Background: an optimization exercise with open tools, aiming at few clock cycles per item. Do not read the settings as production practice.
The RTL was checked by simulation tests, not by an equivalence proof against the original design.
Power is estimated from default activity; no workload was simulated.

--- flow/design.v ---
module sdram_controller(
	input 	wire 		clk,
	input	wire		arst_n,
	output reg			init_done,
	input	wire [24:0]		dbus_address,
	input	wire [6:0]		dbus_burstcount,
	input	wire 			dbus_read,
	output	wire 			dbus_readdatavalid,
	output	wire [15:0]		dbus_readdata,
	input	wire			dbus_write,
	input	wire [15:0]		dbus_writedata,
	input	wire [1:0]		dbus_byteenable,
	output	wire			dbus_waitrequest,
	output	reg				sdram_CKE,
	output	wire			sdram_nCS,
	output	wire			sdram_nRAS,
	output	wire			sdram_nCAS,
	output	wire			sdram_nWE,
	output	reg  [1:0]		sdram_BA,
	output	reg  [12:0]		sdram_ADDR,
	output	wire [1:0]		sdram_DM,
	input	wire [15:0]		sdram_DQ_in,
	output	wire [15:0]		sdram_DQ_out,
	output	wire			sdram_DQ_oe
);
localparam 	CMD_NOP = 4'b0111,
			CMD_ACT = 4'b0011,
			CMD_RD  = 4'b0101,
			CMD_WR  = 4'b0100,
			CMD_BST = 4'b0110,
			CMD_PRE = 4'b0010,
			CMD_REF = 4'b0001,
			CMD_LMR = 4'b0000;
localparam [12:0] INIT_WAIT_CKS = 13'd5556;	 
localparam [8:0]  INIT_EXTRA_REFS = 9'd256;	 
localparam [17:0] REF_INTERVAL = 18'd434;
localparam [17:0] REF_CREDIT_LMR = 18'd560;	 
localparam [17:0] REF_FORCE_BELOW = 18'd256;
localparam	PH_IDLE = 2'd0,	 
			PH_PREP = 2'd1,	 
			PH_WDATA = 2'd2,	 
			PH_RDATA = 2'd3;	 
localparam	IS_WAIT = 3'd0,
			IS_PRE  = 3'd1,
			IS_REF  = 3'd2,
			IS_LMR  = 3'd3,
			IS_XREF = 3'd4;
reg [3:0] command;
assign sdram_nCS  = command[3];
assign sdram_nRAS = command[2];
assign sdram_nCAS = command[1];
assign sdram_nWE  = command[0];
reg [2:0]  init_step;
reg [12:0] init_cnt;
reg [8:0]  init_refs;
reg [1:0]  phase;
reg        prev_vis;		 
reg        sh_rd, sh_wr;
reg [23:0] sh_addr;
reg [6:0]  sh_len;
reg        r_rd;
reg [1:0]  r_bank;
reg [12:0] r_row;
reg [8:0]  r_col;
reg [6:0]  r_len;
reg [6:0]  r_cnt;			 
reg [1:0]  mru;				 
reg [3:0]  bank_open;
reg [12:0] bank_row [0:3];
reg [2:0]  act_age [0:3];	 
reg [2:0]  pre_age [0:3];	 
reg [2:0]  wr_age  [0:3];	 
reg [2:0]  lastact_age;
reg [2:0]  ref_age;
reg [2:0]  lmr_age;
reg [2:0]  rdend_age;		 
reg        wb_run;			 
reg        rb_run;			 
reg [5:0]  rb_left;			 
reg [2:0]  rd_pipe;			 
reg [17:0] ref_credit;
reg        ref_force;
wire in_req = dbus_read | dbus_write;
wire g_ok = (ref_age >= 3'd5) && (lmr_age >= 3'd2);
wire pre_glob_ok = (rdend_age >= 3'd5) && !rb_run;
wire act_glob_ok = (lastact_age >= 3'd2) && (ref_age >= 3'd6);
wire bus_ok = !rb_run && (rd_pipe == 3'd0);
wire [3:0] rw_ok, pre_ok, act_ok;		 
wire [3:0] rw_okx, pre_okx, act_okx;	 
genvar gb;
generate for (gb = 0; gb < 4; gb = gb + 1) begin : g_ok_b
	assign rw_ok[gb]  = act_age[gb] >= 3'd2;
	assign pre_ok[gb] = (act_age[gb] >= 3'd3) && (wr_age[gb] >= 3'd4);
	assign act_ok[gb] = (pre_age[gb] >= 3'd3) && (act_age[gb] >= 3'd4);
	assign rw_okx[gb]  = rw_ok[gb] && bus_ok;
	assign pre_okx[gb] = bank_open[gb] && pre_ok[gb] && pre_glob_ok;
	assign act_okx[gb] = !bank_open[gb] && act_ok[gb] && act_glob_ok;
end endgenerate
wire pre_all_ok = pre_glob_ok && (&(~bank_open | pre_ok));
wire [1:0]  sh_bank = sh_addr[10:9];
wire        sh_same_old = !r_rd && (r_len == 7'd1) && ({r_row, r_bank, r_col} == sh_addr);
wire        sh_hit = bank_open[sh_bank] && (bank_row[sh_bank] == sh_addr[23:11]);
wire early = init_done && (phase == PH_IDLE) && !ref_force && sh_wr && !sh_rd &&
             (sh_len == 7'd1) && !sh_same_old && sh_hit && rw_okx[sh_bank] && g_ok;
wire do_bst = rb_run && (rb_left == 6'd0);
wire [3:0] p_eqv;
wire [3:0] i_eqv;
generate for (gb = 0; gb < 4; gb = gb + 1) begin : g_eq
	assign p_eqv[gb] = bank_open[gb] && (bank_row[gb] == r_row);
	assign i_eqv[gb] = bank_open[gb] && (bank_row[gb] == dbus_address[24:12]);
end endgenerate
wire p_go  = init_done && (phase == PH_PREP) && g_ok && !do_bst;
wire p_rw  = p_eqv[r_bank] && rw_okx[r_bank];
wire p_pre = !p_eqv[r_bank] && pre_okx[r_bank];
wire p_act = act_okx[r_bank];
wire p_rw_f  = p_go && p_rw;
wire p_pre_f = p_go && p_pre;
wire p_act_f = p_go && p_act;
wire p_fire  = p_rw_f || p_pre_f || p_act_f;
wire [1:0] i_bank = dbus_address[11:10];
wire       i_len1 = (dbus_burstcount == 7'd1);
wire idle_base = init_done && (phase == PH_IDLE) && prev_vis && !ref_force && !early && g_ok;
wire i_go = idle_base && in_req;
wire [3:0] i_rwv, i_prev;
generate for (gb = 0; gb < 4; gb = gb + 1) begin : g_iv
	assign i_rwv[gb]  = i_eqv[gb] && rw_okx[gb] && (dbus_read || !i_len1);
	assign i_prev[gb] = !i_eqv[gb] && pre_okx[gb];
end endgenerate
wire i_rw  = i_rwv[i_bank];
wire i_pre = i_prev[i_bank];
wire i_act = act_okx[i_bank];
wire i_rw_f  = i_go && i_rw;
wire i_pre_f = i_go && i_pre;
wire i_act_f = i_go && i_act;
wire i_fire  = i_rw_f || i_pre_f || i_act_f;
wire ref_slot = ref_force && (phase == PH_IDLE) && g_ok && init_done && !early && !do_bst;
wire any_open = |bank_open;
wire ref_all_closed_ok = !any_open &&
	(pre_age[0] >= 3'd2) && (pre_age[1] >= 3'd2) && (pre_age[2] >= 3'd2) && (pre_age[3] >= 3'd2) &&
	(act_age[0] >= 3'd4) && (act_age[1] >= 3'd4) && (act_age[2] >= 3'd4) && (act_age[3] >= 3'd4);
wire do_ref_pre = ref_slot && any_open && pre_all_ok;
wire do_ref     = ref_slot && ref_all_closed_ok;
wire [1:0] keep = (phase == PH_PREP) ? r_bank : mru;
wire [3:0] stale = bank_open & ~(4'b0001 << keep) & pre_ok;
wire bg_ok = !early && !do_bst && !p_fire && !(idle_base && in_req) && !ref_force && init_done &&
             g_ok && pre_glob_ok && (phase != PH_WDATA) && (stale != 4'd0);
wire [1:0] bg_bank = stale[0] ? 2'd0 : stale[1] ? 2'd1 : stale[2] ? 2'd2 : 2'd3;
wire init_pre = !init_done && (init_step == IS_PRE);
wire init_ref = !init_done && (init_step == IS_REF || init_step == IS_XREF) && g_ok && ref_all_closed_ok;
wire init_lmr = !init_done && (init_step == IS_LMR) && g_ok;
wire [1:0]  f_bank = (phase == PH_IDLE) ? i_bank : r_bank;
wire [12:0] f_row  = (phase == PH_IDLE) ? dbus_address[24:12] : r_row;
wire f_act = i_act_f || p_act_f;
wire f_rd  = (i_rw_f && dbus_read) || (p_rw_f && r_rd);
wire f_wr  = (i_rw_f && !dbus_read) || (p_rw_f && !r_rd);
wire f_pre = i_pre_f || p_pre_f;
wire issue_ref = init_ref || do_ref;
wire issue_pre_all = init_pre || do_ref_pre || (f_pre && pre_all_ok);
wire issue_pre_one = (f_pre && !pre_all_ok) || bg_ok;
wire [1:0] pre_bank = bg_ok ? bg_bank : f_bank;
wire take = early || (phase == PH_WDATA) || (p_rw_f && !r_rd) || (i_rw_f && !dbus_read);
assign dbus_waitrequest = !take;
assign sdram_DQ_oe = take;
assign sdram_DQ_out = dbus_writedata;
assign sdram_DM = take ? ~dbus_byteenable : (wb_run ? 2'b11 : 2'b00);
assign dbus_readdata = sdram_DQ_in;
assign dbus_readdatavalid = rd_pipe[2] && (phase == PH_RDATA);
reg [3:0]  r_cmd;
reg [1:0]  r_ba;
reg [12:0] r_addr;
always @* begin
	r_cmd = CMD_NOP;
	r_ba = 2'd0;
	r_addr = 13'd0;
	if (early) begin
		r_cmd = CMD_WR;
		r_ba = sh_bank;
		r_addr = {4'd0, sh_addr[8:0]};
	end else if (init_lmr) begin
		r_cmd = CMD_LMR;
		r_addr = 13'b0000000110111;
	end else if (issue_ref) begin
		r_cmd = CMD_REF;
	end else if (init_pre || do_ref_pre || (p_pre_f && pre_all_ok)) begin
		r_cmd = CMD_PRE;
		r_addr[10] = 1'b1;
	end else if (do_bst) begin
		r_cmd = CMD_BST;
	end else if (p_rw_f) begin
		r_cmd = r_rd ? CMD_RD : CMD_WR;
		r_ba = r_bank;
		r_addr = {4'd0, r_col};
	end else if (p_act_f) begin
		r_cmd = CMD_ACT;
		r_ba = r_bank;
		r_addr = r_row;
	end else if (p_pre_f || bg_ok) begin
		r_cmd = CMD_PRE;
		r_ba = p_pre_f ? r_bank : bg_bank;
	end
end
always @* begin
	command = r_cmd;
	sdram_BA = r_ba;
	sdram_ADDR = r_addr;
	if (i_fire) begin
		sdram_BA = i_bank;
		if (i_rw) begin
			command = dbus_read ? CMD_RD : CMD_WR;
			sdram_ADDR = {4'd0, dbus_address[9:1]};
		end else if (i_act) begin
			command = CMD_ACT;
			sdram_ADDR = dbus_address[24:12];
		end else begin
			command = CMD_PRE;
			sdram_ADDR = {2'b00, pre_all_ok, 10'd0};
		end
	end
end
function [2:0] sat_inc(input [2:0] a);
	sat_inc = (a == 3'd7) ? a : a + 3'd1;
endfunction
wire [3:0] pre_mask = init_pre ? 4'b1111 : issue_pre_all ? bank_open :
                      issue_pre_one ? (4'b0001 << pre_bank) & bank_open : 4'd0;
wire [17:0] credit_next = ref_credit - 18'd1 + (issue_ref ? REF_INTERVAL : 18'd0);
wire w_last = (r_cnt == r_len - 7'd1);
integer b;
always @(posedge clk or negedge arst_n) begin
	if (!arst_n) begin
		init_done <= 1'b0;
		sdram_CKE <= 1'b0;
		init_step <= IS_WAIT;
		init_cnt <= INIT_WAIT_CKS;
		init_refs <= 9'd0;
		phase <= PH_IDLE;
		prev_vis <= 1'b0;
		sh_rd <= 1'b0;
		sh_wr <= 1'b0;
		sh_addr <= 24'd0;
		sh_len <= 7'd0;
		r_rd <= 1'b0;
		r_bank <= 2'd0;
		r_row <= 13'd0;
		r_col <= 9'd0;
		r_len <= 7'd0;
		r_cnt <= 7'd0;
		mru <= 2'd0;
		bank_open <= 4'd0;
		for (b = 0; b < 4; b = b + 1) begin
			bank_row[b] <= 13'd0;
			act_age[b] <= 3'd7;
			pre_age[b] <= 3'd7;
			wr_age[b] <= 3'd7;
		end
		lastact_age <= 3'd7;
		ref_age <= 3'd7;
		lmr_age <= 3'd7;
		rdend_age <= 3'd7;
		wb_run <= 1'b0;
		rb_run <= 1'b0;
		rb_left <= 6'd0;
		rd_pipe <= 3'd0;
		ref_credit <= 18'd0;
		ref_force <= 1'b0;
	end else begin
		sdram_CKE <= 1'b1;
		prev_vis <= in_req;
		sh_rd <= dbus_read;
		sh_wr <= dbus_write;
		sh_addr <= dbus_address[24:1];
		sh_len <= dbus_burstcount;
		lastact_age <= sat_inc(lastact_age);
		ref_age <= sat_inc(ref_age);
		lmr_age <= sat_inc(lmr_age);
		rdend_age <= sat_inc(rdend_age);
		for (b = 0; b < 4; b = b + 1) begin
			act_age[b] <= sat_inc(act_age[b]);
			pre_age[b] <= pre_mask[b] ? 3'd1 : sat_inc(pre_age[b]);
			wr_age[b] <= sat_inc(wr_age[b]);
		end
		bank_open <= bank_open & ~pre_mask;
		if (issue_ref) ref_age <= 3'd1;
		if (init_lmr) lmr_age <= 3'd1;
		if (!init_done) begin
			case (init_step)
				IS_WAIT: begin
					if (init_cnt == 13'd0) init_step <= IS_PRE;
					else init_cnt <= init_cnt - 13'd1;
				end
				IS_PRE: init_step <= IS_REF;
				IS_REF: if (init_ref) begin
					init_refs <= init_refs + 9'd1;
					if (init_refs == 9'd1) begin
						init_step <= IS_LMR;
						init_refs <= 9'd0;
					end
				end
				IS_LMR: if (init_lmr) init_step <= IS_XREF;
				IS_XREF: if (init_ref) begin
					init_refs <= init_refs + 9'd1;
					if (init_refs == INIT_EXTRA_REFS - 9'd1) init_done <= 1'b1;
				end
				default: ;
			endcase
		end
		if (init_lmr)
			ref_credit <= REF_CREDIT_LMR;
		else if (init_step == IS_XREF)
			ref_credit <= credit_next;
		if (init_step == IS_XREF)
			ref_force <= credit_next < REF_FORCE_BELOW;
		rd_pipe <= {rd_pipe[1:0], (f_rd || (rb_run && rb_left != 6'd0))};
		if (rb_run && rb_left != 6'd0) rb_left <= rb_left - 6'd1;
		if (do_bst) begin
			rb_run <= 1'b0;
			rdend_age <= 3'd1;
		end
		if (phase == PH_IDLE && init_done && in_req && !ref_force && !early) begin
			r_rd <= dbus_read;
			r_bank <= dbus_address[11:10];
			r_row <= dbus_address[24:12];
			r_col <= dbus_address[9:1];
			r_len <= dbus_burstcount;
			r_cnt <= 7'd0;
			phase <= PH_PREP;
		end
		if (f_act) begin
			bank_open[f_bank] <= 1'b1;
			bank_row[f_bank] <= f_row;
			act_age[f_bank] <= 3'd1;
			lastact_age <= 3'd1;
		end
		if (f_rd) begin
			rb_run <= 1'b1;
			rb_left <= (phase == PH_IDLE) ? dbus_burstcount[5:0] - 6'd1 : r_len[5:0] - 6'd1;
			wb_run <= 1'b0;
			mru <= f_bank;
			phase <= PH_RDATA;
		end
		if (f_wr) begin
			wb_run <= 1'b1;
			mru <= f_bank;
			r_cnt <= 7'd1;
			phase <= (phase == PH_PREP && r_len == 7'd1) ? PH_IDLE : PH_WDATA;
		end
		if (take) wr_age[early ? sh_bank : f_bank] <= 3'd1;
		if (early) begin
			wb_run <= 1'b1;
			mru <= sh_bank;
			r_rd <= 1'b0;
			r_bank <= sh_bank;
			r_row <= sh_addr[23:11];
			r_col <= sh_addr[8:0];
			r_len <= 7'd1;
		end
		if (phase == PH_WDATA) begin
			r_cnt <= r_cnt + 7'd1;
			if (w_last) phase <= PH_IDLE;
		end
		if (issue_pre_all || issue_pre_one || do_bst) wb_run <= 1'b0;
		if (phase == PH_RDATA && rd_pipe[2]) begin
			r_cnt <= r_cnt + 7'd1;
			if (w_last) phase <= PH_IDLE;
		end
	end
end
endmodule
--- flow/run.sh ---
#!/bin/bash
# synth_recipe.tcl (not shown) runs the flow's synth.tcl, then flattens the netlist and writes it again
# the make line also repeats each setting of config.mk as NAME=value (left out here)
make -C /OpenROAD-flow-scripts/flow DESIGN_CONFIG=/design/flow/config.mk WORK_HOME=/design/flow/orfs CLKGATE_MAP_FILE= SYNTH_SCRIPT=/design/flow/synth_recipe.tcl finish
--- flow/config.mk ---
export PLATFORM = sky130hd
export DESIGN_NAME = sdram_controller
export DESIGN_NICKNAME = sdram_controller
export VERILOG_FILES = /design/flow/design.v
export SDC_FILE = /design/flow/constraint.sdc
export NUM_CORES = 4
export LEC_CHECK = 0
export CAP_MARGIN = 20
export CORE_MARGIN = 2
export CORE_UTILIZATION = 40
export SLEW_MARGIN = 20
--- flow/constraint.sdc ---
create_clock -name core_clock -period 5.0 [get_ports {clk}]
set_input_delay 1.0000 -clock core_clock [delete_from_list [all_inputs] [get_ports {clk}]]
set_output_delay 1.0000 -clock core_clock [all_outputs]
set_load 0.01 [all_outputs]
==> results of run 1 <==
==> kinds of logic (layout without fill, tap and decap cells) <==
group,Yosys count,in the layout,synth area share
other,2,2,0.000478
AND/OR/NAND/NOR,498,498,0.160
XOR/XNOR,208,208,0.117
adder cells (fa/ha/maj),69,69,0.0554
buffers and inverters,178,298,0.0552
multiplexers,145,145,0.109
AO/OA/AOI/OAI,276,276,0.119
flip-flops,238,238,0.383
==> power by group <==
part	switching, uW	internal [uW]	leakage, uW
sequential	20.9	1950	0.00283
combinational	149	111	0.00484
clock	853	1200	0.000454
total	1020	3250	0.00812
==> cell type report <==
class | instances | share of cell area
Multi-Input combinational cell | 1198 | 0.489
Timing Repair Buffer | 184 | 0.0888
Clock buffer | 42 | 0.0471
Clock inverter | 6 | 0.00202
Inverter | 66 | 0.0135
Tap cell | 518 | 0.0349
Sequential cell | 238 | 0.324
==> critical path: cells and delay by family (launching register included) <==
kind / cells / cell delay (ns)
buffers and inverters: 4 / 0.93
and+or+nand+nor: 4 / 0.91
DFF: 1 / 0.57
muxes: 1 / 0.55
adders and majority gates: 1 / 0.19
AOI/OAI and AO/OA: 1 / 0.17
==> worst paths after layout <==
| path | start | to | slack [ns] |
|---|---|---|---|
| hold / removal | rd_pipe[0]$_DFF_PN0_ | rd_pipe[1]$_DFF_PN0_ | 0.40 |
| setup / recovery | act_age[1][0]$_DFF_PN1_ | sdram_ADDR[11] | 0.11 |
| max in group asynchronous | arst_n | wr_age[2][0]$_DFF_PN1_ | 3.49 |
| hold reg to reg | rd_pipe[0]$_DFF_PN0_ | rd_pipe[1]$_DFF_PN0_ | 0.40 |
| min in group asynchronous | arst_n | ref_credit[4]$_DFFE_PN0P_ | 0.42 |
| setup reg to reg | ref_age[0]$_DFFE_PN1P_ | ref_force$_DFFE_PN0P_ | 0.25 |
==> cells in the mapped netlist, types with 7 or more instances <==
cell type  instances  area [um^2]
dfrtp_1          183         4580
nor2_1           132          495
xnor2_1          127         1110
nand2_1           96          360
a21oi_1           79          395
xor2_1            79          692
ha_1              68          851
inv_1             65          244
mux2i_1           62          621
o21ai_0           60          300
dfstp_2           55         1450
nand3_1           51          255
clkbuf_1          46          173
mux2_2            45          507
nand4_1           41          257
nor4_1            41          257
buf_4             37          278
nor3_1            33          165
mux2_1            24          270
and3_1            21          131
a211oi_1          20          150
buf_2             18         90.1
a211o_1           14          123
mux4_2            14          315
nand2b_1          13         81.3
or3_1             13         81.3
a21o_1            11         82.6
a22o_1            10         87.6
a22oi_1           10         75.1
o31ai_1            9         67.6
nand3b_1           8         60.1
o211ai_1           8         60.1
or4_1              8         60.1
nor2b_1            7         43.8
==> metal layers <==
metal  GRT usage  up-vias  wire [um]
li1            -     5944          -
met1       0.314     6343      20500
met2       0.391      444      22600
met3      0.0363      121       3040
met4      0.0871        0       2040
met5     0.00119        -          0
==> state kept, by name, indices dropped and copies added (netlist names), 9 cells and up <==
| name | flops |
|---|---|
| act_age | 12 |
| r_row | 13 |
| pre_age | 12 |
| init_cnt | 13 |
| bank_row | 52 |
| init_refs | 9 |
| wr_age | 12 |
| r_col | 9 |
| sh_addr | 24 |
| ref_credit | 18 |
==> through the flow <==
stage	power (uW)	worst slack [ns]	TNS, ns	instances	util
after floorplan	2130	0.291	0	1614	-
after CTS	4320	-0.133	-0.133	2245	0.474
after detailed placement	2250	-0.537	-6.78	2190	0.445
after global placement	2250	-0.571	-7.21	2190	0.445
after global routing	4430	-0.0201	-0.0511	2252	0.480
final	4280	0.113	0	2252	0.480
==> repair_timing <==
item | in CTS | in global routing
buffers inserted | 6 | 7
setup endpoints to repair | 22 | 18
endpoints found under the hold margin | 0 | 0
gates cloned | 1 | 0
pin swaps | 11 | 13
gates resized for setup | 57 | 35
==> summary.txt, run 1 <==
Final Max Tran Viols: 0
Async SR Flop Fraction: 1.00
GRT Total Usage: 0.237
Cells after Synth: 1614
Clock transition at path regs: 0.07 ns
Die Outline Area: 40900 um^2
CTS tree: done
Die Wd: 202 um
Max VDD drop: 0.000229 V
Max FO, Critical Path: 27
Total Routed Length: 48200 um
clk sinks: 238
Layout Cell Area excl Fill: 18600 um^2
first-pass GRT wire length: 75400 um
Hold-fix buffers, CTS: 0
register area: 6020 um^2
Worst-Skew Late Latency: 0.58 ns
Routed WL per cell: 21.4 um
total global routing overflow: 0
reg2reg path depth: 20
crit start category: register
hold depth: 0
Yosys warning total: 5
Multi-input gate area: 9090 um^2
CTS H-Tree Depth: 1
Netlist cell types: 82
#FFs+latches synth: 238
GPL Wtd Cong: 0.913
f_max: 205 MHz
Starting Density: 0.406
Slowest-stage cell, CP: dfstp_2
final setup vio count: 0
Power Density: 230 nW/um^2
syn nets: 1753
cells along the critical path: inv_1 -> ha_1 -> or3_4 -> mux4_2 -> and4_4 -> nand4_1 -> buf_6 -> buf_16 -> and3_4 -> a22o_1 -> clkdlybuf4s50_1
Leakage: 0.00812 uW
drt drc: 0
EDFF count, synth: 0
area grow syn2layout: 18.2%
commonest cells after routing, fill and taps aside: 183 x dfrtp_1, 128 x nor2_1, 123 x xnor2_1
Worst EP arrival: 3.89 ns
CTS Buffer Depth: 3
sequential element share of the synthesized area: 0.383
Fillers: 3675
hold_ws: 0.397 ns
Row Count: 72
die height: 202 um
CTS root buf: clkbuf_16
initial antenna violation count: 0
drt first-iter violations: 763
max incr delay on CP: 0.57 ns
Antenna diodes: 0
max_slew headroom: 0.266
largest net degree at the start of global routing: 113
# IOs: 128
period utilization: 0.977
CTS buffer count: 27
commonest non-fill, non-tap cell in the layout: dfrtp_1
Period minus WS final: 4.89 ns
routed via count: 12.9k
share of cells above drive strength 1: 0.203
clk_skew: 0.0471 ns
vias in the first global route: 12.7k
synthesized area: 15700 um^2
max_cap viols: 0
critical path class: register to output pin
Post-DP Area: 17200 um^2
run status: complete, no violations
nets: 1854
HPWL Detailed: 35400 um
Final Hold Vio Count: 0
Post-synth top flop: dfrtp_1
Hold Path Class: register to register
post-route ant nets: 0
core area: 38700 um^2
drt first pass iters: 5
Mean Syn Cell Area: 9.73 um^2
Port Buf Inserts: 61
Worst EP required: 4.00 ns
crit path capture type: output pin
actual slew at the worst max-slew pin: 1.10 ns
vias per inst: 5.71
Testbench counts, summed over its fixed seeds: cycles 151,115, words 130,938.
==> inputs of run 2 (changes only) <==
--- a/flow/config.mk
+++ b/flow/config.mk
@@ -8,4 +8,7 @@
 export CAP_MARGIN = 20
 export CORE_MARGIN = 2
 export CORE_UTILIZATION = 40
+export GPL_TIMING_DRIVEN = 1
+export SETUP_SLACK_MARGIN = 0.2
 export SLEW_MARGIN = 20
+export TNS_END_PERCENT = 100
==> run 2 against run 1 <==
Against the previous run: register-to-register slack better by 0.17 ns; critical path type unchanged; synthesized cell count stayed put; largest power group unchanged; hold slack hardly changed; critical endpoint is now sdram_BA[1]; largest cell class unchanged; sequential cell count stayed put; cell count is 1.2% higher.
==> summary.txt, run 2 <==
Die Outline Area: 40900 um^2 (unchanged)
Worst EP required: 4.00 ns (about the same)
core area: 38700 um^2 (unchanged)
synthesized area: 15700 um^2 (unchanged)
Yosys warning total: 5 (unchanged)
vias per inst: 5.68 (-0.48%)
max_slew headroom: 0.255 (-0.0107)
Max VDD drop: 0.000227 V (-0.67%)
actual slew at the worst max-slew pin: 1.12 ns (+0.0160 ns)
GR met1 Demand/Resource: 0.316 (+0.00154)
Power Density: 225 nW/um^2 (-2.2%)
commonest cells after routing, fill and taps aside: 179 x dfrtp_1, 128 x nor2_1, 125 x buf_4
Placed Cells: 2190 (unchanged)
Period minus WS final: 4.85 ns (-0.0398 ns)
crit start category: register
hold_ws: 0.397 ns (-0.0000980 ns)
Worst-Skew Late Latency: 0.58 ns (about the same)
RSZ-0062 raised after global routing: yes
Antenna diodes: 0 (unchanged)
Final Max Tran Viols: 0 (unchanged)
commonest non-fill, non-tap cell in the layout: dfrtp_1
GPL Wtd Cong: 0.913 (unchanged)
Port Buf Inserts: 61 (unchanged)
crit path capture type: output pin
sequential element share of the synthesized area: 0.383 (unchanged)
Row Count: 72 (unchanged)
largest net degree at the start of global routing: 113 (unchanged)
top flop regs: bank_row x52, sh_addr x24, ref_credit x18
CTS buffer count: 27 (unchanged)
Die Wd: 202 um (unchanged)
initial antenna violation count: 0 (unchanged)
Hold-fix buffers, CTS: 0 (unchanged)
met3 global-route usage: 0.0414 (+0.00516)
Worst EP arrival: 3.85 ns (-0.04 ns)
die height: 202 um (unchanged)
synth top area cells: dfrtp_1 29%, dfstp_2 9.2%, xnor2_1 7.1%
EDFF count, synth: 0 (unchanged)
Layout Cell Area excl Fill: 19000 um^2 (+2.5%)
Post-synth top cells: 183 x dfrtp_1, 132 x nor2_1, 127 x xnor2_1, 96 x nand2_1
#FFs+latches synth: 238 (unchanged)
drt first pass iters: 5 (unchanged)
CTS H-Tree Depth: 1 (unchanged)
critical path class: register to output pin
drt drc: 0 (unchanged)
Post-synth top flop: dfrtp_1
Max FO, Critical Path: 3 (-89%)
Synth area leader: dfrtp_1
Cells after Synth: 1614 (unchanged)
total global routing overflow: 0 (unchanged)
most crowded layer after global routing: met2
HPWL Detailed: 35400 um (unchanged)
Routed WL per cell: 21.6 um (+0.95%)
most common cell in the netlist: dfrtp_1
share of cells above drive strength 1: 0.239 (+0.0359)
Mean Syn Cell Area: 9.73 um^2 (unchanged)
max_cap viols: 0 (unchanged)
routed via count: 12.9k (+0.75%)
Post-DP Area: 17200 um^2 (unchanged)
clk sinks: 238 (unchanged)
f_max: 206 MHz (+0.82%)
GR Layer Usage met2: 0.393 (+0.00196)
max reg flops: 52 (unchanged)
first-pass GRT wire length: 76400 um (+1.3%)
CTS tree: done
# IOs: 128 (unchanged)
Netlist cell types: 82 (unchanged)
fin cells: 2280 (+1.2%)
syn nets: 1753 (unchanged)
nets: 1882 (+1.5%)
CTS root buf: clkbuf_16
Total Routed Length: 49300 um (+2.2%)
setup_tns: 0 ns (unchanged)
top cell type's share of synthesized area: 0.291 (unchanged)
clk_skew: 0.0468 ns (-0.000314 ns)
Starting Density: 0.406 (unchanged)
area grow syn2layout: 21.2%
Leakage: 0.00832 uW (+2.4%)
Final Power: 4290 uW (+0.24%)
final setup vio count: 0 (unchanged)
Hold Path Class: register to register
GRT Total Usage: 0.240 (+0.00355)
vias in the first global route: 12.9k (+1.6%)
post-route ant nets: 0 (unchanged)
Reg with most FFs: bank_row
run status: complete, no violations
Async SR Flop Fraction: 1.00 (unchanged)
CTS Buffer Depth: 3 (unchanged)
drt first-iter violations: 882 (+16%)
period utilization: 0.969 (-0.00795)
Final Hold Vio Count: 0 (unchanged)
Clock transition at path regs: 0.06 ns (about the same)
[run 2: cell types whose count changed in the layout (fill, tap and decap cells not counted), moves of 5 or more]
cell             previous run  this run
clkdlybuf4s50_1            36        30
clkbuf_2                    2         8
buf_6                       1        15
buf_4                     113       125
dlygate4sd2_1              16        11
[run 2: where the power goes]
group | switching, uW | internal (uW) | leakage (uW)
logic | 153 | 117 | 0.00504
registers | 20.5 | 1950 | 0.00283
clock network | 855 | 1200 | 0.000454
total | 1030 | 3260 | 0.00832
[run 2: metal layers]
| metal | wire, um | up-vias |
|---|---|---|
| met2 | 23200 | 412 |
| met5 | 0 | - |
| li1 | - | 5997 |
| met3 | 2680 | 117 |
| met1 | 21300 | 6423 |
| met4 | 2040 | 0 |
[run 2: per-stage QoR]
step | worst slack [ns] | utilization
after detailed placement | -0.537 | 0.445
after global placement | -0.571 | 0.445
after floorplan | 0.291 | -
after CTS | 0.131 | 0.482
final | 0.153 | 0.492
after global routing | -0.00254 | 0.492
[run 2: worst max-delay path, stage by stage, from the launching register on]
cell,delay [ns]
dfstp_2,0.53
inv_1,0.05
ha_1,0.18
or3_4,0.34
mux4_2,0.53
and4_4,0.18
and4_4,0.17
buf_12,0.12
nor3_4,0.21
buf_6,0.15
nand3_4,0.09
a2111oi_4,0.33
a221o_1,0.23
buf_2,0.15
[run 2: repair_timing]
item | CTS | global route
setup endpoints to repair | 25 | 25
pin swaps | 19 | 29
resized for setup | 103 | 79
gates cloned | 4 | 0
setup buffers | 22 | 16
[run 2: worst paths after layout]
kind	endpoint	cells after the start	start	slack (ns)
min in group asynchronous	ref_credit[9]$_DFFE_PN0P_	1	arst_n	0.42
max in group asynchronous	wr_age[2][0]$_DFF_PN1_	2	arst_n	3.48
setup reg to reg	ref_force$_DFFE_PN0P_	21	ref_age[1]$_DFFE_PN1P_	0.42
hold / removal	rd_pipe[1]$_DFF_PN0_	0	rd_pipe[0]$_DFF_PN0_	0.40
setup / recovery	sdram_BA[1]	13	act_age[0][0]$_DFF_PN1_	0.15
hold reg to reg	rd_pipe[1]$_DFF_PN0_	0	rd_pipe[0]$_DFF_PN0_	0.40
[run 2: layout make-up]
class	count	area (um^2)
fillers	3609	19700
multi-input cells	1198	9260
flip-flops and latches	238	6030
repair buffers	212	1940
clock buffers	42	875
well taps	518	648
inverters	66	251
clock inverters	6	37.5
[run 2: logic make-up (layout without fill, tap and decap cells)]
| logic type | Yosys count | count (layout) | synth area share |
|---|---|---|---|
| AOI/OAI and AO/OA | 276 | 276 | 0.119 |
| xor gates and xnor gates | 208 | 208 | 0.117 |
| adders and majority gates | 69 | 69 | 0.0554 |
| buffers and inverters | 178 | 326 | 0.0552 |
| DFF | 238 | 238 | 0.383 |
| muxes | 145 | 145 | 0.109 |
| other | 2 | 2 | 0.000478 |
| and+or+nand+nor | 498 | 498 | 0.160 |
==> inputs of run 3 (changes only) <==
--- a/flow/design.v
+++ b/flow/design.v
@@ -54,10 +54,10 @@
 reg [12:0] init_cnt;
 reg [8:0]  init_refs;
 reg [1:0]  phase;
-reg        prev_vis;		 
 reg        sh_rd, sh_wr;
 reg [23:0] sh_addr;
 reg [6:0]  sh_len;
+reg [3:0]  sh_roweq;		 
 reg        r_rd;
 reg [1:0]  r_bank;
 reg [12:0] r_row;
@@ -99,15 +99,14 @@
 wire pre_all_ok = pre_glob_ok && (&(~bank_open | pre_ok));
 wire [1:0]  sh_bank = sh_addr[10:9];
 wire        sh_same_old = !r_rd && (r_len == 7'd1) && ({r_row, r_bank, r_col} == sh_addr);
-wire        sh_hit = bank_open[sh_bank] && (bank_row[sh_bank] == sh_addr[23:11]);
+wire [3:0]  i_eqv = bank_open & sh_roweq;
+wire        sh_hit = i_eqv[sh_bank];
 wire early = init_done && (phase == PH_IDLE) && !ref_force && sh_wr && !sh_rd &&
              (sh_len == 7'd1) && !sh_same_old && sh_hit && rw_okx[sh_bank] && g_ok;
 wire do_bst = rb_run && (rb_left == 6'd0);
 wire [3:0] p_eqv;
-wire [3:0] i_eqv;
 generate for (gb = 0; gb < 4; gb = gb + 1) begin : g_eq
 	assign p_eqv[gb] = bank_open[gb] && (bank_row[gb] == r_row);
-	assign i_eqv[gb] = bank_open[gb] && (bank_row[gb] == dbus_address[24:12]);
 end endgenerate
 wire p_go  = init_done && (phase == PH_PREP) && g_ok && !do_bst;
 wire p_rw  = p_eqv[r_bank] && rw_okx[r_bank];
@@ -117,13 +116,18 @@
 wire p_pre_f = p_go && p_pre;
 wire p_act_f = p_go && p_act;
 wire p_fire  = p_rw_f || p_pre_f || p_act_f;
-wire [1:0] i_bank = dbus_address[11:10];
-wire       i_len1 = (dbus_burstcount == 7'd1);
-wire idle_base = init_done && (phase == PH_IDLE) && prev_vis && !ref_force && !early && g_ok;
-wire i_go = idle_base && in_req;
+wire [1:0] i_bank = sh_bank;
+wire       i_len1 = (sh_len == 7'd1);
+wire       sh_req = sh_rd ^ sh_wr;
+wire       sh_old = ({sh_rd, sh_wr, sh_len} == {r_rd, !r_rd, r_len}) &&
+                    ({r_row, r_bank, r_col} == sh_addr);
+wire       sh_match = ({dbus_read, dbus_write, dbus_burstcount, dbus_address[24:1]} ==
+                       {sh_rd, sh_wr, sh_len, sh_addr});
+wire idle_cand = init_done && (phase == PH_IDLE) && !ref_force && !early && g_ok && sh_req && !sh_old;
+wire i_go = idle_cand && sh_match;
 wire [3:0] i_rwv, i_prev;
 generate for (gb = 0; gb < 4; gb = gb + 1) begin : g_iv
-	assign i_rwv[gb]  = i_eqv[gb] && rw_okx[gb] && (dbus_read || !i_len1);
+	assign i_rwv[gb]  = i_eqv[gb] && rw_okx[gb] && (sh_rd || !i_len1);
 	assign i_prev[gb] = !i_eqv[gb] && pre_okx[gb];
 end endgenerate
 wire i_rw  = i_rwv[i_bank];
@@ -142,23 +146,23 @@
 wire do_ref     = ref_slot && ref_all_closed_ok;
 wire [1:0] keep = (phase == PH_PREP) ? r_bank : mru;
 wire [3:0] stale = bank_open & ~(4'b0001 << keep) & pre_ok;
-wire bg_ok = !early && !do_bst && !p_fire && !(idle_base && in_req) && !ref_force && init_done &&
+wire bg_ok = !early && !do_bst && !p_fire && !idle_cand && !ref_force && init_done &&
              g_ok && pre_glob_ok && (phase != PH_WDATA) && (stale != 4'd0);
 wire [1:0] bg_bank = stale[0] ? 2'd0 : stale[1] ? 2'd1 : stale[2] ? 2'd2 : 2'd3;
 wire init_pre = !init_done && (init_step == IS_PRE);
 wire init_ref = !init_done && (init_step == IS_REF || init_step == IS_XREF) && g_ok && ref_all_closed_ok;
 wire init_lmr = !init_done && (init_step == IS_LMR) && g_ok;
 wire [1:0]  f_bank = (phase == PH_IDLE) ? i_bank : r_bank;
-wire [12:0] f_row  = (phase == PH_IDLE) ? dbus_address[24:12] : r_row;
+wire [12:0] f_row  = (phase == PH_IDLE) ? sh_addr[23:11] : r_row;
 wire f_act = i_act_f || p_act_f;
-wire f_rd  = (i_rw_f && dbus_read) || (p_rw_f && r_rd);
-wire f_wr  = (i_rw_f && !dbus_read) || (p_rw_f && !r_rd);
+wire f_rd  = (i_rw_f && sh_rd) || (p_rw_f && r_rd);
+wire f_wr  = (i_rw_f && !sh_rd) || (p_rw_f && !r_rd);
 wire f_pre = i_pre_f || p_pre_f;
 wire issue_ref = init_ref || do_ref;
 wire issue_pre_all = init_pre || do_ref_pre || (f_pre && pre_all_ok);
 wire issue_pre_one = (f_pre && !pre_all_ok) || bg_ok;
 wire [1:0] pre_bank = bg_ok ? bg_bank : f_bank;
-wire take = early || (phase == PH_WDATA) || (p_rw_f && !r_rd) || (i_rw_f && !dbus_read);
+wire take = early || (phase == PH_WDATA) || (p_rw_f && !r_rd) || (i_rw_f && !sh_rd);
 assign dbus_waitrequest = !take;
 assign sdram_DQ_oe = take;
 assign sdram_DQ_out = dbus_writedata;
@@ -206,11 +210,11 @@
 	if (i_fire) begin
 		sdram_BA = i_bank;
 		if (i_rw) begin
-			command = dbus_read ? CMD_RD : CMD_WR;
-			sdram_ADDR = {4'd0, dbus_address[9:1]};
+			command = sh_rd ? CMD_RD : CMD_WR;
+			sdram_ADDR = {4'd0, sh_addr[8:0]};
 		end else if (i_act) begin
 			command = CMD_ACT;
-			sdram_ADDR = dbus_address[24:12];
+			sdram_ADDR = sh_addr[23:11];
 		end else begin
 			command = CMD_PRE;
 			sdram_ADDR = {2'b00, pre_all_ok, 10'd0};
@@ -222,7 +226,8 @@
 endfunction
 wire [3:0] pre_mask = init_pre ? 4'b1111 : issue_pre_all ? bank_open :
                       issue_pre_one ? (4'b0001 << pre_bank) & bank_open : 4'd0;
-wire [17:0] credit_next = ref_credit - 18'd1 + (issue_ref ? REF_INTERVAL : 18'd0);
+wire [17:0] credit_dec = ref_credit - 18'd1;
+wire [17:0] credit_inc = ref_credit + (REF_INTERVAL - 18'd1);
 wire w_last = (r_cnt == r_len - 7'd1);
 integer b;
 always @(posedge clk or negedge arst_n) begin
@@ -233,11 +238,11 @@
 		init_cnt <= INIT_WAIT_CKS;
 		init_refs <= 9'd0;
 		phase <= PH_IDLE;
-		prev_vis <= 1'b0;
 		sh_rd <= 1'b0;
 		sh_wr <= 1'b0;
 		sh_addr <= 24'd0;
 		sh_len <= 7'd0;
+		sh_roweq <= 4'b1111;
 		r_rd <= 1'b0;
 		r_bank <= 2'd0;
 		r_row <= 13'd0;
@@ -264,11 +269,13 @@
 		ref_force <= 1'b0;
 	end else begin
 		sdram_CKE <= 1'b1;
-		prev_vis <= in_req;
 		sh_rd <= dbus_read;
 		sh_wr <= dbus_write;
 		sh_addr <= dbus_address[24:1];
 		sh_len <= dbus_burstcount;
+		for (b = 0; b < 4; b = b + 1)
+			sh_roweq[b] <= (f_act && f_bank == b) ? (f_row == dbus_address[24:12]) :
+			                                       (bank_row[b] == dbus_address[24:12]);
 		lastact_age <= sat_inc(lastact_age);
 		ref_age <= sat_inc(ref_age);
 		lmr_age <= sat_inc(lmr_age);
@@ -306,9 +313,9 @@
 		if (init_lmr)
 			ref_credit <= REF_CREDIT_LMR;
 		else if (init_step == IS_XREF)
-			ref_credit <= credit_next;
+			ref_credit <= issue_ref ? credit_inc : credit_dec;
 		if (init_step == IS_XREF)
-			ref_force <= credit_next < REF_FORCE_BELOW;
+			ref_force <= (ref_credit < REF_FORCE_BELOW) && !issue_ref;
 		rd_pipe <= {rd_pipe[1:0], (f_rd || (rb_run && rb_left != 6'd0))};
 		if (rb_run && rb_left != 6'd0) rb_left <= rb_left - 6'd1;
 		if (do_bst) begin
@@ -332,7 +339,7 @@
 		end
 		if (f_rd) begin
 			rb_run <= 1'b1;
-			rb_left <= (phase == PH_IDLE) ? dbus_burstcount[5:0] - 6'd1 : r_len[5:0] - 6'd1;
+			rb_left <= (phase == PH_IDLE) ? sh_len[5:0] - 6'd1 : r_len[5:0] - 6'd1;
 			wb_run <= 1'b0;
 			mru <= f_bank;
 			phase <= PH_RDATA;
==> run 3 against run 2 <==
Against the previous run: register-to-register slack better by 0.10 ns; global-route usage down 2.0 points; clock power up 8%; sequential power about the same; worst setup slack better by 0.096 ns; sequential cell count up 3; hold slack worse by 0.012 ns; power up 3.9%.
==> summary.txt, run 3 <==
Power Density: 243 nW/um^2 (+7.9%)
reg2reg path depth: 15 (-29%)
run status: complete, no violations
reg-to-reg setup timing slack: 0.52 ns (+0.10 ns)
max incr delay on CP: 0.56 ns (+0.03 ns)
core area: 37800 um^2 (-2.3%)
GPL Wtd Cong: 0.915 (+0.21%)
Netlist cell types: 84 (+2.4%)
vias in the first global route: 12.3k (-4.7%)
Max FO, Critical Path: 6 (+3)
# IOs: 128 (unchanged)
drt drc: 0 (unchanged)
crit path capture type: output pin
first-pass GRT wire length: 70400 um (-7.8%)
drt first pass iters: 5 (unchanged)
total global routing overflow: 0 (unchanged)
Post-synth top cells: 182 x dfrtp_1, 161 x xnor2_1, 122 x nor2_1, 90 x nand2_1
GRT Total Usage: 0.220 (-0.0201)
share of cells above drive strength 1: 0.234 (-0.00530)
sequential element share of the synthesized area: 0.395 (+0.0119)
final setup vio count: 0 (unchanged)
max reg flops: 52 (unchanged)
FF-to-FF End: ref_credit[16]$_DFFE_PN0P_
largest net degree at the start of global routing: 118 (+4.4%)
commonest non-fill, non-tap cell in the layout: dfrtp_1
top flop regs: bank_row x52, sh_addr x24, ref_credit x18
Reg with most FFs: bank_row
commonest cells after routing, fill and taps aside: 174 x dfrtp_1, 159 x xnor2_1, 125 x buf_4
syn nets: 1694 (-3.4%)
Max VDD drop: 0.000316 V (+39%)
Worst-Skew Late Latency: 0.58 ns (about the same)
Yosys warning total: 5 (unchanged)
nets: 1801 (-4.3%)
EDFF count, synth: 0 (unchanged)
cells along the critical path: clkdlybuf4s50_1 -> xnor2_1 -> buf_4 -> nand3_1 -> nor4_4 -> and3_1 -> and4_4 -> o21ai_0 -> nand3_1 -> clkdlybuf4s50_1
Clock transition at path regs: 0.06 ns (about the same)
CTS Buffer Depth: 3 (unchanged)
top cell type's share of synthesized area: 0.295 (+0.00346)
most common cell in the netlist: dfrtp_1
Total Routed Length: 44900 um (-8.9%)
Starting Density: 0.408 (+0.00247)
Hold Path Class: register to register
Async SR Flop Fraction: 1.00 (unchanged)
drt first-iter violations: 866 (-1.8%)
routed via count: 12.4k (-4.5%)
Layout Cell Area excl Fill: 18300 um^2 (-3.7%)
die height: 200 um (-0.84%)
HPWL Detailed: 33100 um (-6.6%)
Routed WL per cell: 20.3 um (-5.9%)
CTS tree: done
Slowest-stage cell, CP: clkdlybuf4s50_1
worst r2r src: bank_open[0]$_DFF_PN0_
Leakage: 0.00774 uW (-6.9%)
Fillers: 3575 (-0.94%)
Final Hold Vio Count: 0 (unchanged)
Die Outline Area: 40200 um^2 (-1.7%)
Worst EP arrival: 3.75 ns (-0.10 ns)
Final Power: 4460 uW (+3.9%)
clk_skew: 0.0204 ns (-0.0264 ns)
Hold Path End: rd_pipe[1]$_DFF_PN0_
hold depth: 0 (unchanged)
Row Count: 71 (-1.4%)
Mean Syn Cell Area: 9.87 um^2 (+1.4%)
Die Wd: 200 um (-0.84%)
Worst EP required: 4.00 ns (about the same)
critical path class: input pin to output pin
f_max: 210 MHz (+2.0%)
CTS root buf: clkbuf_16
Post-DP Area: 17000 um^2 (-1.7%)
synthesized area: 15400 um^2 (-1.7%)
Antenna diodes: 0 (unchanged)
period utilization: 0.950 (-0.0193)
#FFs+latches synth: 241 (+1.3%)
area grow syn2layout: 18.8%
WP buf/inv: 3 (-1)
RSZ-0062 raised after global routing: yes
HP Start: rd_pipe[0]$_DFF_PN0_
Hold-fix buffers, CTS: 0 (unchanged)
initial antenna violation count: 0 (unchanged)
crit start category: input pin
max_cap viols: 0 (unchanged)
clk sinks: 241 (+1.3%)
Final Max Tran Viols: 0 (unchanged)
Cells after Synth: 1565 (-3.0%)
vias per inst: 5.61 (-1.3%)
synth top area cells: dfrtp_1 29%, dfstp_2 10%, xnor2_1 9.1%
post-route ant nets: 0 (unchanged)
Port Buf Inserts: 61 (unchanged)
delay-heaviest family, CP: buffers and inverters
CTS H-Tree Depth: 1 (unchanged)
Synth area leader: dfrtp_1
setup_tns: 0 ns (unchanged)
Layout Utilization: 0.485 (-0.00678)
max_slew headroom: 0.271 (+0.0157)
CTS buffer count: 29 (+7.4%)
Period minus WS final: 4.75 ns (-0.0964 ns)
actual slew at the worst max-slew pin: 1.07 ns (-0.0499 ns)
Post-synth top flop: dfrtp_1
## run 3: cell type report
cell class / count / area [um^2] / share of cell area
Clock buffer: 38 / 840 / 0.0458
Clock inverter: 16 / 165 / 0.00900
Tap cell: 511 / 639 / 0.0348
Inverter: 42 / 158 / 0.00859
Timing Repair Buffer: 188 / 1580 / 0.0861
Multi-Input combinational cell: 1170 / 8850 / 0.483
Sequential cell: 241 / 6110 / 0.333
## run 3: timing repair
| item | CTS | global route |
|---|---|---|
| resized for setup | 65 | 27 |
| setup buffers | 6 | 5 |
| setup endpoints to repair | 22 | 22 |
| pin swaps | 5 | 5 |
## run 3: metal layers
layer / vias to the layer above / global-route usage / wire, um
li1: 5791 / - / -
met1: 6134 / 0.296 / 20200
met2: 356 / 0.362 / 20900
met3: 90 / 0.0299 / 2210
met4: 0 / 0.0817 / 1580
met5: - / 0.00238 / 0
## run 3: cell families (layout without fill, tap and decap cells)
logic type      count (synthesis)  count (layout)  share of synthesized area
flops                         241             241                      0.395
simple gates                  468             468                      0.157
mux                           124             124                     0.0882
buf+inv                       154             284                     0.0518
xor+xnor                      241             241                      0.139
fa+ha+maj                      59              59                     0.0483
other cells                     2               2                   0.000486
compound gates                276             276                      0.121
## run 3: where the power goes
part	leakage (uW)	switching [uW]	internal, uW
combinational	0.00441	142	110
clock	0.000498	885	1330
sequential	0.00284	21.0	1970
total	0.00774	1050	3410
## run 3: through the flow
step | hold WS [ns] | std cells | setup WS, ns
CTS | 0.386 | 2201 | 0.206
finish | 0.385 | 2206 | 0.249
global placement | 0.363 | 2141 | -0.128
floorplan | 0.354 | 1565 | 0.614
detailed placement | 0.368 | 2141 | -0.0871
global route | 0.406 | 2206 | 0.105
## run 3: worst max-delay path by stage
stage / start / endpoint / slack (ns) / depth (start not counted)
final: dbus_address[22] / sdram_ADDR[5] / 0.25 / 10
after global routing: r_len[1]$_DFFE_PN0P_ / sdram_ADDR[3] / 0.11 / 13
after CTS: ref_age[0]$_DFFE_PN1P_ / sdram_ADDR[5] / 0.21 / 10
after detailed placement: dbus_address[10] / sdram_BA[1] / -0.09 / 12
after global placement: dbus_address[10] / sdram_ADDR[3] / -0.13 / 12
after floorplan: dbus_address[18] / sdram_DM[0] / 0.61 / 11
Testbench counts of run 3, summed over its fixed seeds: cycles 151,135, words 130,938.
==> inputs of run 4 (changes only) <==
--- a/flow/config.mk
+++ b/flow/config.mk
@@ -8,7 +8,4 @@
 export CAP_MARGIN = 20
 export CORE_MARGIN = 2
 export CORE_UTILIZATION = 40
-export GPL_TIMING_DRIVEN = 1
-export SETUP_SLACK_MARGIN = 0.2
 export SLEW_MARGIN = 20
-export TNS_END_PERCENT = 100
==> run 4 against run 3 <==
Against the previous run: clock skew decreased by 0.00065 ns; combinational power barely moved; area after synthesis did not move; critical path depth unchanged; synthesized cell count is the same; global-route usage is 0.052 points lower; sequential cell count stayed put.
==> summary.txt, run 4 <==
run status: complete, no violations
Leakage: 0.00770 uW (-0.55%)
nets: 1793 (-0.44%)
f_max: 204 MHz (-3.3%)
synthesized area: 15400 um^2 (unchanged)
largest net degree at the start of global routing: 118 (unchanged)
fin worst setup slack: 0.0874 ns (-0.162 ns)
top flop regs: bank_row x52, sh_addr x24, ref_credit x18
clk_skew: 0.0198 ns (-0.000647 ns)
Hold Path End: rd_pipe[1]$_DFF_PN0_
reg2reg path depth: 15 (unchanged)
# IOs: 128 (unchanged)
Worst EP arrival: 3.91 ns (+0.16 ns)
Starting Density: 0.408 (unchanged)
commonest cells after routing, fill and taps aside: 174 x dfrtp_1, 160 x xnor2_1, 118 x nor2_1, 118 x buf_4, 89 x nand2_1
Clock transition at path regs: 0.06 ns (about the same)
period utilization: 0.983 (+0.0324)
clk sinks: 241 (unchanged)
GRT Total Usage: 0.219 (-0.000518)
Hold-fix buffers, CTS: 0 (unchanged)
max_cap viols: 0 (unchanged)
Cells after Synth: 1565 (unchanged)
hold depth: 0 (unchanged)
max reg flops: 52 (unchanged)
GPL Wtd Cong: 0.915 (unchanged)
share of cells above drive strength 1: 0.225 (-0.00838)
Hold Path Class: register to register
top cell type's share of synthesized area: 0.295 (unchanged)
Worst-Skew Late Latency: 0.58 ns (about the same)
routed via count: 12.5k (+0.74%)
Antenna diodes: 0 (unchanged)
Die Wd: 200 um (unchanged)
CTS root buf: clkbuf_16
FF-to-FF End: ref_credit[16]$_DFFE_PN0P_
sequential element share of the synthesized area: 0.395 (unchanged)
Async SR Flop Fraction: 1.00 (unchanged)
RSZ-0062 raised after global routing: no
max_slew headroom: 0.262 (-0.00870)
crit start category: input pin
core area: 37800 um^2 (unchanged)
Worst EP required: 4.00 ns (about the same)
Max FO, Critical Path: 6 (unchanged)
#FFs+latches synth: 241 (unchanged)
Reg with most FFs: bank_row
fin cells: 2198 (-0.36%)
area grow syn2layout: 18.3%
Die Outline Area: 40200 um^2 (unchanged)
Port Buf Inserts: 61 (unchanged)
Routed WL per cell: 20.5 um (+0.79%)
Post-synth top flop: dfrtp_1
die height: 200 um (unchanged)
worst r2r src: bank_open[0]$_DFF_PN0_
CTS H-Tree Depth: 1 (unchanged)
Post-synth top cells: 182 x dfrtp_1, 161 x xnor2_1, 122 x nor2_1, 90 x nand2_1
commonest non-fill, non-tap cell in the layout: dfrtp_1
Period minus WS final: 4.91 ns (+0.162 ns)
CTS tree: done
HP Start: rd_pipe[0]$_DFF_PN0_
drt drc: 0 (unchanged)
crit path capture type: output pin
Power Density: 244 nW/um^2 (+0.55%)
most common cell in the netlist: dfrtp_1
reg-to-reg setup timing slack: 0.52 ns (about the same)
drt first pass iters: 7 (+2)
hold_ws: 0.385 ns (+0.000257 ns)
CTS buffer count: 29 (unchanged)
Yosys warning total: 5 (unchanged)
post-route ant nets: 0 (unchanged)
first-pass GRT wire length: 70300 um (-0.20%)
total global routing overflow: 0 (unchanged)
EDFF count, synth: 0 (unchanged)
drt first-iter violations: 875 (+1.0%)
synth top area cells: dfrtp_1 29%, dfstp_2 10%, xnor2_1 9.1%
Max VDD drop: 0.000315 V (-0.18%)
critical path class: input pin to output pin
Final Max Tran Viols: 0 (unchanged)
Mean Syn Cell Area: 9.87 um^2 (unchanged)
Netlist cell types: 84 (unchanged)
actual slew at the worst max-slew pin: 1.08 ns (+0.0127 ns)
Setup WS pre-CTS: -0.0871 ns (unchanged)
Row Count: 71 (unchanged)
Final Power: 4460 uW (+0.12%)
syn nets: 1694 (unchanged)
Final Hold Vio Count: 0 (unchanged)
vias in the first global route: 12.2k (-0.50%)
HPWL Detailed: 33100 um (unchanged)
Synth area leader: dfrtp_1
vias per inst: 5.67 (+1.1%)
Total Routed Length: 45100 um (+0.42%)
final setup vio count: 0 (unchanged)
Placed Cells: 2141 (unchanged)
CTS Buffer Depth: 3 (unchanged)
initial antenna violation count: 0 (unchanged)
## run 4: area by class of cell
class	count	area, um^2
Clock buffer	38	840
Clock inverter	16	165
Fill cell	3577	19600
Inverter	42	158
Multi-Input combinational cell	1170	8810
Sequential cell	241	6110
Tap cell	511	639
Timing Repair Buffer	180	1540
## run 4: kinds of logic after synthesis
logic type,Yosys count,synth area share
AND/OR/NAND/NOR,468,0.157
AO/OA/AOI/OAI,276,0.121
XOR/XNOR,241,0.139
flip-flops,241,0.395
buffers and inverters,154,0.0518
multiplexers,124,0.0882
adder cells (fa/ha/maj),59,0.0483
other,2,0.000486
## run 4: how the worst max path moves through the flow
| stage | from | endpoint | slack [ns] | depth (start not counted) |
|---|---|---|---|---|
| 6_report | dbus_address[20] | sdram_ADDR[5] | 0.09 | 10 |
| 2_1_floorplan | dbus_address[18] | sdram_DM[0] | 0.61 | 11 |
| 4_1_cts | act_age[3][1]$_DFF_PN1_ | sdram_ADDR[10] | 0.01 | 10 |
| 3_5_place_dp | dbus_address[10] | sdram_BA[1] | -0.09 | 12 |
| 5_1_grt | r_len[1]$_DFFE_PN0P_ | sdram_ADDR[9] | 0.01 | 12 |
| 3_3_place_gp | dbus_address[10] | sdram_ADDR[3] | -0.13 | 12 |
## run 4: power by group
group / internal [uW] / switching [uW] / total, uW / leakage [uW]
Combinational: 110 / 142 / 251 / 0.00436
Sequential: 1970 / 20.7 / 1990 / 0.00284
Clock: 1330 / 891 / 2220 / 0.000498
## run 4: layer usage
layer / vias up / routed length, um / GRT usage
li1: 5786 / - / -
met1: 6196 / 20300 / 0.296
met2: 391 / 21000 / 0.362
met3: 89 / 2200 / 0.0294
met4: 0 / 1550 / 0.0794
met5: - / 0 / 0.00238
## run 4: critical path, stage by stage
cell and delay, ns:
clkdlybuf4s50_1 0.46, xnor2_1 0.34, buf_4 0.18, nand4_1 0.07, nor4_1 0.42, and3_1 0.27
and4_2 0.33, o21ai_0 0.10, nand3_1 0.16, clkdlybuf4s50_1 0.57
## run 4: stage by stage
stage	cell area, um^2	utilization	TNS [ns]
4_1_cts	18200	0.480	0
3_3_place_gp	17000	0.448	-0.532
5_1_grt	18300	0.483	0
6_report	18300	0.483	0
3_5_place_dp	17000	0.448	-0.249
2_1_floorplan	15400	-	0
## run 4: repair_timing
action | CTS | global route
gates resized for setup | 45 | 26
pin swaps | 4 | 3
setup endpoints to repair | 13 | 17
gates cloned | 0 | 0
buffers inserted | 2 | 1

-- what the ideal ports hide --
No port has a modelled driver above. Below, the same layouts with a new extraction and two added sets of constraints.
Step 1 sets driving cells, clkbuf_16 on the clock port and buf_2 on the other inputs (assumed; they add their load-dependent delay and slew).
Step 2 times the ports against the registers' clock, not the clock port: input delays grow and output delays shrink by t, the midpoint of the rising clock arrivals with the driver on.
Slacks: ideal ports / drivers / drivers and shift; pairs: ideal ports / drivers.
| run | t (ns) | setup WS [ns] | worst hold slack (ns) | latest minus earliest clock arrival (ns) | worst data-port slew with drivers (ns) |
|---|---|---|---|---|---|
| run 1 | 0.609 | 0.113 / 0.063 / 0.091 | 0.397 / 0.397 / 0.397 | 0.047 / 0.047 | 0.06 |
| run 2 | 0.609 | 0.153 / 0.102 / 0.213 | 0.397 / 0.397 / 0.397 | 0.047 / 0.047 | 0.06 |
| run 3 | 0.623 | 0.249 / 0.218 / 0.218 | 0.385 / 0.385 / 0.385 | 0.020 / 0.020 | 0.10 |
| run 4 | 0.626 | 0.087 / 0.065 / 0.065 | 0.385 / 0.385 / 0.385 | 0.019 / 0.020 | 0.10 |
After both steps setup and hold are still met in every run listed. For run 3, which loses most, drivers alone change the setup slack by -0.031 ns; drivers and shift together by -0.031 ns.
